This is an optimization exercise on Yosys and OpenROAD, whose aim is small area, a short achievable clock period and few clock cycles, not a production implementation.
The RTL was checked by simulation tests, not by an equivalence proof against the original design.
No activity file was given, so power comes from the tool's default toggle rates.

## epsilon
## mycpu_top
module mycpu_top(
    input  wire        clk,
    input  wire        resetn,
    output wire        inst_sram_en,
    output wire [ 3:0] inst_sram_wen,
    output wire [31:0] inst_sram_addr,
    output wire [31:0] inst_sram_wdata,
    input  wire [31:0] inst_sram_rdata,
    output wire        data_sram_en,
    output wire [ 3:0] data_sram_wen,
    output wire [31:0] data_sram_addr,
    output wire [31:0] data_sram_wdata,
    input  wire [31:0] data_sram_rdata,
    output wire [31:0] debug_wb_pc,
    output wire [ 3:0] debug_wb_rf_wen,
    output wire [ 4:0] debug_wb_rf_wnum,
    output wire [31:0] debug_wb_rf_wdata
);
Size in the first run: roughly 1600 flip-flops, about 280 I/O pins, ~89000 um2 of cells after synthesis.
Settings: LEC_CHECK=0, CAP_MARGIN=20, CORE_MARGIN=2, CORE_UTILIZATION=40, SLEW_MARGIN=20; clock period 11.0 ns.
standard.sh (not shown) runs the stock make flow with config.mk's settings and CLKGATE_MAP_FILE= SYNTH_SCRIPT=/design/flow/synth_recipe.tcl, a recipe that flattens the netlist after the stock synthesis.
==> flow/flow/run.sh <==
#!/bin/bash
# The standard layout (standard.sh), with two knobs changed:
#  - port buffers are buf_8 cells instead of the default delay-cell buffers
set -euo pipefail
bash standard.sh "BUFFER_PORTS_ARGS=-buffer_cell sky130_fd_sc_hd__buf_8" \
    SETUP_SLACK_MARGIN=6.8 finish > make_finish.log 2>&1
Testbench counts of epsilon, summed over its fixed seeds: cycles 39,777.
## Diff of input files: gamma against epsilon
- CORE_UTILIZATION changed from 40 to 50
--- a/flow/flow/run.sh
+++ b/flow/flow/run.sh
@@ -5,2 +5,2 @@
 bash standard.sh "BUFFER_PORTS_ARGS=-buffer_cell sky130_fd_sc_hd__buf_8" \
-    SETUP_SLACK_MARGIN=6.8 finish > make_finish.log 2>&1
+    SETUP_SLACK_MARGIN=6.9 finish > make_finish.log 2>&1
[summary]
From epsilon to gamma the numbers moved as follows: overall die width -10%; post-CTS setup repair buffer count -7; largest stage delay on the critical path +0.12 ns.
Comparing gamma and epsilon, the higher final non-filler cell total is on epsilon.
Between gamma and epsilon, post-layout total power is lower for gamma, epsilon comes in above that.
Run comparison: epsilon capturing element of the worst setup path ex_sd[21]$_DFFE_PP_; gamma capturing element of the worst setup path ex_b[25]$_DFFE_PP_
For the combinational power, gamma came in about 1% higher than epsilon did.
Taking epsilon as the reference, in gamma fraction of area in multi-input gates rose 0.41 points; highest clock frequency the design can meet about even.

========
mycpu_top, a different RTL version from the one above (not shown whole).
Size in the first run: ~8400 cells after synthesis, about 1600 flip-flops, roughly 280 I/O pins, ~88000 um2 of cells after synthesis.
==> flow/design.v (excerpt) <==
module mycpu_top(
    input  wire        clk,
    input  wire        resetn,
    output wire        inst_sram_en,
    output wire [ 3:0] inst_sram_wen,
    output wire [31:0] inst_sram_addr,
    output wire [31:0] inst_sram_wdata,
    input  wire [31:0] inst_sram_rdata,
    output wire        data_sram_en,
    output wire [ 3:0] data_sram_wen,
    output wire [31:0] data_sram_addr,
    output wire [31:0] data_sram_wdata,
    input  wire [31:0] data_sram_rdata,
    output wire [31:0] debug_wb_pc,
    output wire [ 3:0] debug_wb_rf_wen,
    output wire [ 4:0] debug_wb_rf_wnum,
    output wire [31:0] debug_wb_rf_wdata
);
==> flow/config.mk <==
export PLATFORM = sky130hd
export DESIGN_NAME = mycpu_top
export DESIGN_NICKNAME = mycpu_top
export VERILOG_FILES = /design/flow/design.v
export SDC_FILE = /design/flow/constraint.sdc
export NUM_CORES = 4
export LEC_CHECK = 0
export CAP_MARGIN = 10
export CORE_MARGIN = 2
export CORE_UTILIZATION = 40
export CTS_CLUSTER_DIAMETER = 100
export CTS_CLUSTER_SIZE = 18
export SLEW_MARGIN = 10
==> flow/constraint.sdc <==
create_clock -name core_clock -period 11.0 [get_ports {clk}]
set_input_delay 2.2000 -clock core_clock [delete_from_list [all_inputs] [get_ports {clk}]]
set_output_delay 2.2000 -clock core_clock [all_outputs]
set_load 0.01 [all_outputs]
==> flow/flow/run.sh <==
#!/bin/bash
# The standard layout (standard.sh), with two knobs changed:
#  - port buffers are buf_4 cells instead of the default delay-cell buffers
set -euo pipefail
bash standard.sh "BUFFER_PORTS_ARGS=-buffer_cell sky130_fd_sc_hd__buf_4" \
    SETUP_SLACK_MARGIN=6.8 finish > make_finish.log 2>&1
The baseline passed the timing, DRC and antenna checks.
Testbench counts at the start, summed over its fixed seeds: cycles 39,777.
Edit:
==> flow/flow/run.sh (replaced) <==
#!/bin/bash
# The standard layout (standard.sh), with two knobs changed:
#  - port buffers are buf_8 cells instead of the default delay-cell buffers
set -euo pipefail
bash standard.sh "BUFFER_PORTS_ARGS=-buffer_cell sky130_fd_sc_hd__buf_8" \
    SETUP_SLACK_MARGIN=6.8 finish > make_finish.log 2>&1
Settings changed: CTS_CLUSTER_DIAMETER 100 to unset, CTS_CLUSTER_SIZE 18 to unset, TNS_END_PERCENT set to 20.
Effect: The changed run produced a clean layout. Routed wire length goes up by 3.3%. Fmax goes down by 0.53%. Via count goes up by 1.5%. Utilization goes up by 1.3 points. Die area stays the same.

[re-timing with driven ports]
No port has a modelled driver above. Below, the same layouts with a new extraction and two added sets of constraints. Step 1: set_driving_cell puts a clkbuf_16 on clk and a buf_2 on each other input, an assumption about the parent block. Step 2 moves the port delays by t, midway between the first and last clock arrival at a register: inputs arrive t later, outputs are due t later. That takes back most of the time a late clock gives input paths. a / b / c = ideal ports / drivers / drivers and shift; a / b = the first two.
| run | shift t [ns] | slack for setup (ns) | clock arrival spread, ns | worst slew at a driven data input, ns |
|---|---|---|---|---|
| epsilon | 0.939 | 6.633 / 6.657 / 5.727 | 0.085 / 0.085 | 0.22 |
| gamma | 0.911 | 6.643 / 6.562 / 5.651 | 0.098 / 0.098 | 0.41 |
| the first run of note 2 | 0.888 | 6.527 / 6.363 / 5.474 | 0.109 / 0.109 | 0.33 |
| the second run of note 2 | 0.931 | 6.503 / 6.330 / 5.399 | 0.092 / 0.091 | 0.37 |
After both steps every run listed still meets setup and hold. For the second run of note 2, which loses most, drivers alone change the setup slack by -0.173 ns; drivers and shift together by -1.104 ns.
